From an optimization exercise on the open Yosys and OpenROAD flow, aimed at small area; shortcuts taken in it are not production practice. The RTL was checked by simulation tests, not by an equivalence proof against the original design. No activity file was given, so power comes from the tool's default toggle rates.

===== flow/flow/run.sh =====
#!/bin/bash
# The standard layout (standard.sh, unchanged synthesis and steps), with one
# change in clock tree synthesis: no dummy loads, and larger sink clusters.
# make's full output goes to standard.log in this folder; ORFS keeps each
# step's own log under orfs/logs.
set -euo pipefail
export CTS_ARGS="-sink_clustering_enable -repair_clock_nets -dont_use_dummy_load -buf_list sky130_fd_sc_hd__clkbuf_16 -sink_clustering_size 32 -sink_clustering_max_diameter 55"
bash standard.sh > standard.log 2>&1

===== flow/constraint.sdc =====
create_clock -name core_clock -period 12.0 [get_ports {clk}]
set_input_delay 2.4000 -clock core_clock [delete_from_list [all_inputs] [get_ports {clk}]]
set_output_delay 2.4000 -clock core_clock [all_outputs]
set_load 0.01 [all_outputs]

===== flow/config.mk =====
export PLATFORM = sky130hd
export DESIGN_NAME = BRANCH_PREDICTOR
export DESIGN_NICKNAME = BRANCH_PREDICTOR
export VERILOG_FILES = /design/flow/design.v
export SDC_FILE = /design/flow/constraint.sdc
export NUM_CORES = 4
export LEC_CHECK = 0
export CAP_MARGIN = 20
export CORE_MARGIN = 2
export CORE_UTILIZATION = 60
export PLACE_DENSITY = 0.7
export SLEW_MARGIN = 20

===== flow/standard.sh =====
#!/bin/bash
# synth_recipe.tcl (not shown) runs the flow's synth.tcl, then flattens the netlist and writes it again
# the make line also repeats each setting of config.mk as NAME=value (left out here)
make -C /OpenROAD-flow-scripts/flow DESIGN_CONFIG=/design/flow/config.mk WORK_HOME=/design/flow/orfs CLKGATE_MAP_FILE= SYNTH_SCRIPT=/design/flow/synth_recipe.tcl "${@:-finish}"

===== flow/design.v =====
module BRANCH_PREDICTOR
    #(parameter DELAY = 7)
    (input clk,
    input reset,
    input stall,
    input [31:0] if_pc,
    input [31:0] if_instr,
    input [31:0] id_pc,
    input [31:0] alt_address,
    input is_link,
    input is_branch,
    input is_taken,
    output reg take,
    output reg flush,
    output [31:0] alt_pc);
    integer i;
    wire adv = ~stall;
    reg clr;
    always @(posedge clk or negedge reset)
        if (!reset) clr <= 1'b1;
        else        clr <= 1'b0;
    wire nclr  = ~clr;
    reg  [6:0] va;
    always @(posedge clk or negedge reset)
        if (!reset)   va <= 7'd0;
        else if (adv) va <= {1'b1, va[6:1]};
    wire v0 = va[0];
    reg  [41:0] ipc;
    always @(posedge clk)
        if (adv) ipc <= {if_pc[7:2], ipc[41:6]};
    wire [5:0] u_idx = ipc[5:0] & {6{v0}};
    reg  [14:0] ghr;
    reg  [6:0]  gbr;
    always @(posedge clk or negedge reset) begin
        if (!reset) begin
            ghr <= 15'd0;
            gbr <= 7'd0;
        end
        else if (adv) begin
            if (is_branch) ghr <= {is_taken, ghr[14:1]};
            gbr <= {is_branch, gbr[6:1]};
        end
    end
    wire [2:0] gnb = gbr[0] + gbr[1] + gbr[2] + gbr[3] + gbr[4] + gbr[5] + gbr[6];
    wire [14:0] gsh = ghr >> (3'd7 - gnb);
    wire [7:0] ghist = ghr[14:7];
    wire [7:0] gu    = gsh[7:0];
    reg  [255:0] GA, GB;
    wire g_pred = GA[ghist] & nclr;
    wire ga_u   = GA[gu] & nclr;
    wire gb_u   = GB[gu] & nclr;
    wire gna    = (ga_u & gb_u) | (ga_u & is_taken) | (gb_u & is_taken);
    wire gnb_   = (ga_u & ~gb_u) | (ga_u & is_taken) | (~gb_u & is_taken);
    wire [15:0] ghi = ((adv & is_branch) ? (16'd1 << gu[7:4]) : 16'd0) | {16{clr}};
    wire [15:0] glo = (16'd1 << gu[3:0]) | {16{clr}};
    wire        gw0 = adv & is_branch & (gu == 8'd0);
    always @(posedge clk)
        for (i = 0; i < 256; i = i + 1)
            if (ghi[i / 16] & glo[i % 16]) begin
                GA[i] <= gna;
                GB[i] <= gnb_ & (nclr | ((i == 0) & gw0));
            end
    reg  [511:0] LH;                       
    wire [7:0] lh_rd = LH[if_pc[7:2] * 8 +: 8] & {8{nclr}};
    reg  [55:0] lpp;                       
    always @(posedge clk)
        if (adv) lpp <= {lh_rd, lpp[55:8]};
    wire [7:0] lu = lpp[7:0] & {8{v0}};
    wire [7:0] lh_new = {is_taken, lu[7:1]};
    wire [7:0] ulo = (8'd1 << u_idx[2:0]) | {8{clr}};
    wire [7:0] lhi = ((adv & is_branch) ? (8'd1 << u_idx[5:3]) : 8'd0) | {8{clr}};
    wire       lw0 = adv & is_branch & (u_idx == 6'd0);
    always @(posedge clk)
        for (i = 0; i < 64; i = i + 1)
            if (lhi[i / 8] & ulo[i % 8]) LH[i*8 +: 8] <= {lh_new[7] & (nclr | ((i == 0) & lw0)), lh_new[6:0]};
    reg  [255:0] LA, LB;
    wire l_pred = LA[lh_rd] & nclr;
    wire la_u   = LA[lu] & nclr;
    wire lb_u   = LB[lu] & nclr;
    wire lna    = (la_u & lb_u) | (la_u & is_taken) | (lb_u & is_taken);
    wire lnb    = (la_u & ~lb_u) | (la_u & is_taken) | (~lb_u & is_taken);
    wire [15:0] lthi = ((adv & is_branch) ? (16'd1 << lu[7:4]) : 16'd0) | {16{clr}};
    wire [15:0] ltlo = (16'd1 << lu[3:0]) | {16{clr}};
    wire        ltw0 = adv & is_branch & (lu == 8'd0);
    always @(posedge clk)
        for (i = 0; i < 256; i = i + 1)
            if (lthi[i / 16] & ltlo[i % 16]) begin
                LA[i] <= lna;
                LB[i] <= lnb & (nclr | ((i == 0) & ltw0));
            end
    reg  [6:0] pg, pl;
    always @(posedge clk)
        if (adv) begin
            pg <= {g_pred, pg[6:1]};
            pl <= {l_pred, pl[6:1]};
        end
    wire pg0 = pg[0] & v0;
    wire pl0 = pl[0] & v0;
    reg  [63:0] MA, MB;
    wire m_sel  = MA[if_pc[7:2]] & nclr;
    wire meta_pred = m_sel ? g_pred : l_pred;
    wire m_up   = is_taken ? pg0 : pl0;
    wire ma_u   = MA[u_idx] & nclr;
    wire mb_u   = MB[u_idx] & nclr;
    wire mna    = (ma_u & mb_u) | (ma_u & m_up) | (mb_u & m_up);
    wire mnb    = (ma_u & ~mb_u) | (ma_u & m_up) | (~mb_u & m_up);
    wire [7:0] mhi = ((adv & is_branch & (pg0 ^ pl0)) ? (8'd1 << u_idx[5:3]) : 8'd0) | {8{clr}};
    always @(posedge clk)
        for (i = 0; i < 64; i = i + 1)
            if (mhi[i / 8] & ulo[i % 8]) begin
                MA[i] <= mna;
                MB[i] <= mnb;
            end
    reg  [15:0] lru;
    reg  [15:0] bv1, bv0;
    reg  [57:0] W1 [0:15];
    reg  [57:0] W0 [0:15];
    wire [3:0]  b_if = if_pc[5:2];
    wire [3:0]  b_up = u_idx[3:0];
    wire        lru_u = lru[b_up];
    wire        b_upd = adv & is_branch & is_taken;
    wire [57:0] w1_rd = W1[b_if];
    wire [57:0] w0_rd = W0[b_if];
    wire        t1 = (w1_rd[57:32] == if_pc[31:6]) & bv1[b_if];
    wire        t2 = (w0_rd[57:32] == if_pc[31:6]) & bv0[b_if];
    wire        btb_hit = t1 | t2;
    wire [31:0] btb_pc  = t1 ? w1_rd[31:0] : w0_rd[31:0];
    wire [15:0] bdec  = b_upd ? (16'd1 << b_up) : 16'd0;
    wire [15:0] bw1   = bdec & ~lru;
    wire [15:0] bw0   = bdec & lru;
    always @(posedge clk or negedge reset)
        if (!reset) begin
            bv1 <= 16'd0;
            bv0 <= 16'd0;
        end
        else begin
            bv1 <= bv1 | bw1;
            bv0 <= bv0 | bw0;
        end
    always @(posedge clk) begin
        for (i = 0; i < 16; i = i + 1) begin
            if (bw1[i]) W1[i] <= {id_pc[31:6], alt_address};
            if (bw0[i]) W0[i] <= {id_pc[31:6], alt_address};
        end
    end
    always @(posedge clk or negedge reset) begin
        if (!reset) lru <= 16'd0;
        else if (adv) begin
            for (i = 0; i < 16; i = i + 1) begin
                if (i == b_if) begin
                    if (t1)      lru[i] <= 1'b1;
                    else if (t2) lru[i] <= 1'b0;
                end
                else if (i == b_up) lru[i] <= ~lru[i];
            end
        end
    end
    reg  [31:0] RS [0:7];
    reg  [2:0]  rtp;
    reg  [3:0]  rn;
    wire [31:0] id8   = id_pc + 32'd8;
    wire [31:0] r_top = RS[rtp];
    wire        r_avail = (rn != 4'd0) & (r_top != 32'd0);
    wire        jr31  = (if_instr[31:26] == 6'b000000) & (if_instr[5:0] == 6'b001000) & (if_instr[25:21] == 5'b11111);
    wire        ras_hit = jr31 & r_avail;
    wire        r_push = is_link & ~ras_hit;
    wire        r_pop  = ras_hit & ~is_link;
    wire [31:0] ras_pc = is_link ? id8 : r_top;
    wire [2:0]  r_wp = rtp + 3'd1;
    always @(posedge clk)
        for (i = 0; i < 8; i = i + 1)
            if (adv & r_push & (r_wp == i)) RS[i] <= id8;
    always @(posedge clk or negedge reset) begin
        if (!reset) begin
            rtp <= 3'd0;
            rn  <= 4'd0;
        end
        else if (adv) begin
            if (r_push) begin
                rtp <= r_wp;
                if (rn != 4'd8) rn <= rn + 4'd1;
            end
            else if (r_pop) begin
                rtp <= rtp - 3'd1;
                rn  <= rn - 4'd1;
            end
        end
    end
    reg  [223:0] pp;
    reg  [6:0]   vp;
    wire padv = adv & ~flush;
    always @(posedge clk or negedge reset)
        if (!reset)    vp <= 7'd0;
        else if (padv) vp <= {1'b1, vp[6:1]};
    wire [31:0] pp0 = pp[31:0] & {32{vp[0]}};
    wire [31:0] id4 = id_pc + 32'd4;
    wire [31:0] rpc = is_taken ? alt_address : id4;    
    wire mispred = is_branch & (pp0 != rpc);
    wire req_alt = (btb_hit & meta_pred) | ras_hit;
    wire [31:0] req_pc = ras_hit ? ras_pc : btb_pc;
    wire [31:0] next_pc = mispred ? (is_taken ? alt_address : id8) :
                          (req_alt ? req_pc : if_pc + 32'd4);
    always @(posedge clk)
        if (padv) pp <= {next_pc, pp[223:32]};
    reg az;
    always @(posedge clk or negedge reset) begin
        if (!reset) begin
            take  <= 1'b0;
            flush <= 1'b0;
            az    <= 1'b1;
        end
        else if (adv) begin
            take  <= ~flush & (req_alt | mispred);
            flush <= mispred;
            az    <= flush;
        end
    end
    assign alt_pc = pp[223:192] & {32{~az}};
endmodule

==> impl_metrics.py, run 1 <==
metrics = {
    "pwr": {
        "clockPowerShare_pct": 25.6,
        "leakage_nw": 60.1,
        "netSwitchingPower_mw": 10.5,
        "p_sw_share_pct": 29.2,
        "ir_drop_uv": 754,
        "p_seq_share_pct": 53.5,
        "powerDensity_nw_per_um2": 195,
        "combPwrFrac_pct": 20.9,
        "internal-power_mw": 25.6,
    },
    "yosys": {
        "ys_seq_area_share_pct": 73.7,
        "netlist_top_cells_count": "edfxtp_1, nor2_1, nand2_1",
        "synth_area_leaders": "edfxtp_1, mux4_2, nor2_1",
        "synthMostInstantiatedCell": "edfxtp_1",
        "synth_area_um2": 171000,
        "avgSynthCellArea_um2": 15.6,
        "yosys.area.top_type": "edfxtp_1",
        "synth_cells": 10900,
        "async_flop_share_pct": 2.26,
        "yosys_warnings": 4,
        "syn_nets": 11100,
        "synth_top_area_share_pct": 72.3,
        "ys_ff_latch": 4207,
        "synth.distinct_cells": 115,
        "ys.flop_type": "edfxtp_1",
        "synth_edf_count": 4112,
    },
    "setup_path": {
        "crit_path_frequent_cell": "a2111oi_0",
        "cp_slowest_cell": "a2111oi_0",
        "cp-start-kind": "input port",
        "cp.required_ns": 12.60,
        "crit_chain": "clkbuf_8, clkinv_1, and2_0, a2111oi_0, nor3_1, a21oi_4, and2_1, nand3_1, o21a_1, o21ai_0, a21oi_1, o22ai_2, a31oi_2, a2111oi_0, o31ai_1",
        "worstPathArrival_ns": 10.08,
        "path_max_fanout": 47,
        "cpLargestDelayFamily": "compound AO/OA/AOI/OAI gates",
        "cp_slowest_stage_delay_ns": 0.96,
        "path_buf_inv": 2,
        "cp-end-kind": "flip-flop",
        "path_class": "input port to flip-flop",
    },
    "detailed_routing": {
        "routed_wl_mm": 517,
        "vias_per_cell": 7.27,
        "drtPass1Iterations": 9,
        "wl_per_cell_um": 35.1,
        "drtIter0Drc": 16900,
        "num_vias": 107000,
        "drc": 0,
        "ant_nets": 0,
    },
    "cts": {
        "clk_pin_slew_ns": 0.09,
        "clockBufferDepth": 4,
        "post_cts_buffers": 0,
        "clkSinkCount": 4207,
        "clk_latency_ns": 0.98,
        "htree_levels": 5,
        "ctsHoldBuffers": 0,
        "cts_tree": "built",
        "cts_resized": 0,
        "cts_root_buf": "clkbuf_16",
        "numCtsBuffers": 312,
    },
    "global_routing": {
        "grt_pass1_vias": 104000,
        "grt_overflow": 0,
        "grtUsageTotal_pct": 35.4,
        "antenna_found_initial": 31,
        "grt_max_degree": 257,
        "grt_pass1_wl_mm": 732,
    },
    "sta": {
        "finalCritPeriodShare_pct": 79.0,
        "setup_tns_ns": 0,
        "setup_violations": 0,
        "slew_violations": 0,
        "fmax_mhz": 106,
        "worst_pin_slew_ns": 1.30,
        "clock_skew_ns": 0.108,
        "slew_headroom_pct": 12.8,
        "hold_viol": 0,
        "period_minus_slack_ns": 9.47,
        "rsz0062_at_grt": "no",
    },
    "placement": {
        "hpwlAfterDp_mm": 296,
        "place_area_um2": 177000,
        "dp.cells": 14400,
        "gp_congestion": 0.948,
        "numPortBuffers": 152,
    },
    "floorplanning": {
        "start_util_pct": 60.4,
        "rows": 195,
        "dieArea_um2": 289000,
        "die_w_um": 537,
        "core-area_um2": 283000,
        "die_h_um": 537,
        "ios": 168,
    },
    "outcome": {
        "status": "finished clean",
    },
    "layout": {
        "final_area_um2": 185000,
        "drive_gt1_share_pct": 11.5,
        "fin_cells": 14700,
        "nets": 11100,
        "area_delta_synth_final_pct": 8.46,
    },
    "min_path": {
        "hp-class": "flip-flop to flip-flop",
    },
    "job": {
        "drv_cap": 0,
    },
}
sequential cells by signal, summed over array words and instances, names as in the netlist, 256 cells and up:
signal  flops
W0        928
W1        928
LH        512
GA        256
GB        256
LA        256
LB        256
RS        256
layout make-up:
cell class / count / area, µm²
Antenna cell: 16 / 40.0
Inverter: 66 / 258
Timing Repair Buffer: 497 / 4320
Fill cell: 19200 / 97600
Multi-Input combinational cell: 5885 / 42200
Tap cell: 3743 / 4680
Sequential cell: 4207 / 126000
Clock buffer: 312 / 7810
through the flow:
step	util (%)	power, mW	hold WS [ns]	worst slack [ns]
final	65.5	36.1	0.356	2.53
after global routing	65.5	37.2	0.371	2.64
after CTS	65.5	36.0	0.364	2.89
after detailed placement	62.7	27.0	0.405	2.05
after global placement	62.7	26.7	0.401	2.08
after floorplan	-	24.1	0.400	1.57
cells by family (layout without fill, tap and decap cells):
kind of cell | after synthesis | after routing | share of synthesized area (%)
muxes | 683 | 683 | 5.98
xor gates and xnor gates | 143 | 143 | 0.733
other | 1 | 17 | 0.00220
AOI/OAI and AO/OA | 2273 | 2273 | 9.93
and+or+nand+nor | 2758 | 2758 | 7.32
adders and majority gates | 27 | 27 | 0.205
buffers and inverters | 855 | 875 | 2.13
DFF | 4207 | 4207 | 73.7
per-layer routing:
layer,up-vias,part of all wire (%),global-route usage (%)
li1,43500,-,-
met4,10,6.3,17.8
met2,8346,46,54.9
met3,1743,14,8.53
met1,53500,34,47.2
met5,-,0.016,0
cell usage in the layout, fill, tap and decap left out, types with 30 or more instances in the layout:
cell / count
a222oi_1: 133
nor2_1: 939
and3_1: 123
a221oi_1: 169
a311oi_1: 95
clkdlybuf4s50_1: 130
buf_4: 325
nand2_1: 842
mux2_2: 79
nor2b_1: 62
a41oi_1: 46
nand3_1: 251
nand4_1: 102
nand2b_1: 49
nor3_1: 106
and2_1: 39
o22ai_1: 166
a21oi_1: 245
dfrtp_1: 88
inv_1: 49
o311ai_0: 33
a211oi_1: 124
a22oi_1: 363
clkbuf_16: 312
edfxtp_1: 4112
mux2i_1: 333
o211ai_1: 33
o21ai_0: 240
xnor2_1: 84
a31oi_1: 75
xor2_1: 58
o221ai_1: 57
nor4_1: 30
or2_2: 48
a22o_1: 176
mux4_2: 261
power groups by stage:
stage	Combinational, mW	Clock (mW)	Sequential (mW)
global route	7.96	9.78	19.5
finish	7.54	9.25	19.4
global placement	7.12	0	19.6
CTS	7.36	9.27	19.4
detailed placement	7.33	0	19.7
floorplan	4.56	0	19.6
worst reg2reg max path: cells and delay by family, from the launching register on:
family          cells  cell delay (ns)
buf+inv             5             1.98
simple gates        3             0.54
compound gates      7             2.00
mux                 2             0.77
flops               1             0.35
fa+ha+maj           4             1.83
path summary, 6_finish.rpt:
kind,start,slack [ns],depth (start not counted),to
worst max-delay path,if_pc[2],2.53,15,pp[210]
worst min-delay path,lpp[28],0.36,0,lpp[20]
worst max register to register,gbr[4],4.00,21,GB[171]
worst min register to register,lpp[28],0.36,0,lpp[20]
max in group asynchronous,reset,9.10,2,ghr[7]
min in group asynchronous,reset,1.48,1,bv0[5]
==> run 2, diff against run 1 <==
--- a/flow/design.v
+++ b/flow/design.v
@@ -194,8 +194,7 @@
         else if (padv) vp <= {1'b1, vp[6:1]};
     wire [31:0] pp0 = pp[31:0] & {32{vp[0]}};
     wire [31:0] id4 = id_pc + 32'd4;
-    wire [31:0] rpc = is_taken ? alt_address : id4;    
-    wire mispred = is_branch & (pp0 != rpc);
+    wire mispred = is_branch & (is_taken ? (pp0 != alt_address) : (pp0 != id4));
     wire req_alt = (btb_hit & meta_pred) | ras_hit;
     wire [31:0] req_pc = ras_hit ? ras_pc : btb_pc;
     wire [31:0] next_pc = mispred ? (is_taken ? alt_address : id8) :
==> flow/run.sh (new file) <==
#!/bin/bash
# synth_recipe.tcl (not shown) runs the flow's synth.tcl, then flattens the netlist and writes it again
# the make line also repeats each setting of config.mk as NAME=value (left out here)
make -C /OpenROAD-flow-scripts/flow DESIGN_CONFIG=/design/flow/config.mk WORK_HOME=/design/flow/orfs CLKGATE_MAP_FILE= SYNTH_SCRIPT=/design/flow/synth_recipe.tcl finish
--- a/flow/config.mk
+++ b/flow/config.mk
@@ -7,6 +7,8 @@
 export LEC_CHECK = 0
 export CAP_MARGIN = 20
 export CORE_MARGIN = 2
-export CORE_UTILIZATION = 60
-export PLACE_DENSITY = 0.7
+export CORE_UTILIZATION = 50
+export CTS_CLUSTER_DIAMETER = 60
+export CTS_CLUSTER_SIZE = 24
+export PLACE_DENSITY = 0.6
 export SLEW_MARGIN = 20
removed: flow/flow/run.sh
removed: flow/standard.sh
==> run 2 against run 1 <==
Maximum frequency up 1.2%. Largest cell class unchanged. Critical path depth up 2. Die area up 19%. Via count up 0.78%. Sequential share of layout area down 1.5 points. Critical endpoint is now pp[204]. Register-to-register slack worse by 0.22 ns. Synthesized area down 0.34%. Clock power up 23%.
==> impl_metrics.py, run 2 <==
metrics = {
    "pwr": {
        "powerDensity_nw_per_um2": 197,
        "ir_drop_uv": 252,
        "leakage_nw": 61.7,
    },
    "global_routing": {
        "grt_pass1_wl_mm": 778,
        "grtUsageTotal_pct": 31.5,
        "grt_max_degree": 195,
        "antenna_found_initial": 48,
        "grt_pass1_vias": 103000,
        "grt_overflow": 0,
    },
    "sta": {
        "setup_violations": 0,
        "fmax_mhz": 107,
        "finalCritPeriodShare_pct": 78.0,
        "period_minus_slack_ns": 9.37,
        "hold_viol": 0,
        "layout_setup_ws_ns": 2.63,
        "slew_headroom_pct": 13.3,
        "clock_skew_ns": 0.0860,
        "worst_pin_slew_ns": 1.29,
        "rsz0062_at_grt": "no",
        "setup_tns_ns": 0,
        "holdWs_ns": 0.391,
        "slew_violations": 0,
    },
    "detailed_routing": {
        "ant_nets": 0,
        "drc": 0,
        "drtPass1Iterations": 9,
        "routed_wl_mm": 557,
        "vias_per_cell": 6.81,
        "wl_per_cell_um": 35.2,
        "num_vias": 108000,
        "drtIter0Drc": 18300,
    },
    "layout": {
        "nFillCells": 26500,
        "fin_cells": 15800,
        "area_delta_synth_final_pct": 11.3,
        "drive_gt1_share_pct": 13.5,
        "final_core_utilization_pct": 55.8,
        "layout_commonest_cell": "edfxtp_1",
        "largestRegisters": "W0: 928 flops, W1: 928 flops, LH: 512 flops",
        "nets": 11200,
        "mostFrequentLayoutCells": "edfxtp_1, nand2_1, nor2_1",
    },
    "floorplanning": {
        "rows": 214,
        "start_util_pct": 50.2,
        "die_h_um": 587,
        "ios": 168,
        "core-area_um2": 339000,
        "die_w_um": 587,
        "dieArea_um2": 345000,
    },
    "setup_path": {
        "path_buf_inv": 3,
        "reg2reg_setup_slack_ns": 3.78,
        "cp-endpoint": "pp[204]",
        "r2r-end": "GA[50]",
        "crit_chain": "buf_8, buf_4, mux4_2, a32oi_1, nand4_1, a21oi_1, a311o_2, clkinv_2, mux2i_1, o22ai_1, a32o_1, or4_1, a311oi_1, o22a_1, o31a_4, mux2i_1, a211oi_1",
        "cpLargestDelayFamily": "compound AO/OA/AOI/OAI gates",
        "crit_path_frequent_cell": "mux2i_1",
        "cp.depth": 17,
        "cp-start-kind": "input port",
        "path_class": "input port to flip-flop",
        "cp_slowest_cell": "clkinv_2",
        "cp.required_ns": 12.65,
        "worstPathArrival_ns": 10.02,
        "cp-end-kind": "flip-flop",
        "cp-startpoint": "if_pc[2]",
        "regToRegStartpoint": "gbr[4]",
        "r2r_cells": 21,
        "path_max_fanout": 57,
        "cp_slowest_stage_delay_ns": 0.76,
    },
    "cts": {
        "htree_levels": 5,
        "cts_resized": 0,
        "cts_tree": "built",
        "ctsHoldBuffers": 0,
        "numCtsBuffers": 309,
        "clkSinkCount": 4207,
        "clk_pin_slew_ns": 0.09,
        "clockBufferDepth": 4,
        "clk_latency_ns": 1.02,
        "cts_root_buf": "clkbuf_16",
        "post_cts_buffers": 0,
    },
    "placement": {
        "pre_cts_ws_ns": 1.93,
        "gp_congestion": 0.908,
        "hpwlAfterDp_mm": 323,
        "numPortBuffers": 152,
        "dp.cells": 15300,
    },
    "yosys": {
        "syn_nets": 11100,
        "netlist_top_cells_count": "edfxtp_1, nor2_1, nand2_1",
        "synth_edf_count": 4112,
        "yosys_warnings": 4,
        "synth.distinct_cells": 101,
        "async_flop_share_pct": 2.26,
        "avgSynthCellArea_um2": 15.6,
        "yosys.area.top_type": "edfxtp_1",
        "synth_area_leaders": "edfxtp_1, mux4_2, nor2_1",
        "synth_top_area_share_pct": 72.6,
        "synthMostInstantiatedCell": "edfxtp_1",
        "ys.flop_type": "edfxtp_1",
        "synth_area_um2": 170000,
        "ys_ff_latch": 4207,
        "ys_seq_area_share_pct": 74.0,
        "synth_cells": 10900,
    },
    "job": {
        "drv_cap": 0,
    },
    "min_path": {
        "hp-class": "flip-flop to flip-flop",
    },
    "outcome": {
        "status": "finished clean",
    },
}
run 2: worst min path at each step:
stage	startpoint	end	slack [ns]	cells after the start
final	ipc[32]	ipc[26]	0.39	0
after global routing	ipc[32]	ipc[26]	0.41	0
after CTS	ipc[32]	ipc[26]	0.40	0
after detailed placement	pp[133]	pp[101]	0.40	0
after global placement	pp[120]	pp[88]	0.40	0
after floorplan	ipc[6]	ipc[0]	0.40	0
run 2: cell families after synthesis:
family | synth area share [%]
compound gates | 9.71
xor+xnor | 0.772
fa+ha+maj | 0.218
buf+inv | 2.10
flops | 74.0
mux | 5.93
other cells | 0.00220
simple gates | 7.31
run 2: layout make-up:
cell class | instances | area (µm²) | area share (%)
Sequential cell | 4207 | 126000 | 66.4
Multi-Input combinational cell | 5899 | 41700 | 22.0
Clock buffer | 330 | 8050 | 4.25
Tap cell | 4536 | 5680 | 3.00
Timing Repair Buffer | 557 | 4810 | 2.54
Clock inverter | 233 | 3030 | 1.60
Inverter | 60 | 234 | 0.124
Antenna cell | 15 | 37.5 | 0.0198
run 2: worst reg2reg max path: cells and delay by family (launching register included):
kind,cells,cell delay [ns]
simple gates,5,0.85
flops,1,0.36
fa+ha+maj,5,2.47
buf+inv,5,1.90
compound gates,4,1.42
mux,2,0.86
run 2: power breakdown:
group	leakage [nW]	switching, mW	total (mW)	internal, mW
Clock	5.33	5.84	11.4	5.60
Combinational	17.0	4.99	7.18	2.20
Sequential	39.3	0.528	18.7	18.1
Total	61.7	11.4	37.3	25.9
run 2: metal layers:
layer  track usage, %  routed length [µm]  vias to the layer above
li1                 -                   -                    43800
met1             45.5              213000                    55300
met2             47.4              248000                     7540
met3             6.97               73700                     1182
met4             11.1               23100                       20
met5                0                 147                        -
run 2: through the flow:
| step | instance area [µm²] | power, mW |
|---|---|---|
| 6_report | 189000 | 37.3 |
| 3_3_place_gp | 178000 | 25.8 |
| 3_5_place_dp | 178000 | 26.0 |
| 2_1_floorplan | 170000 | 23.2 |
| 5_1_grt | 189000 | 38.4 |
| 4_1_cts | 189000 | 37.2 |

## port drivers added, routing unchanged
How much do the figures lean on ideal ports? The routed layouts below were timed once more, with nothing changed but the port constraints.
Step 1, drivers: a clkbuf_16 drives clk and a buf_2 each remaining input, both assumed.
Step 2 adds t to the input delays and takes it off the output delays; t is the mean of the earliest and latest rising clock arrival at the registers after step 1. Input paths then give back, and output paths get back, about the clock's delay inside the block.
Slacks: ideal / step 1 / step 2; pairs: ideal / step 1.
run	t, ns	slack for setup (ns)	worst slew at a driven data input, ns
run 1	1.026	2.525 / 2.596 / 1.570	0.31
run 2	1.071	2.635 / 2.684 / 1.613	0.24
After both steps setup and hold are still met in every run listed. For run 2, which loses most, drivers alone change the setup slack by +0.049 ns; drivers and shift together by -1.022 ns.
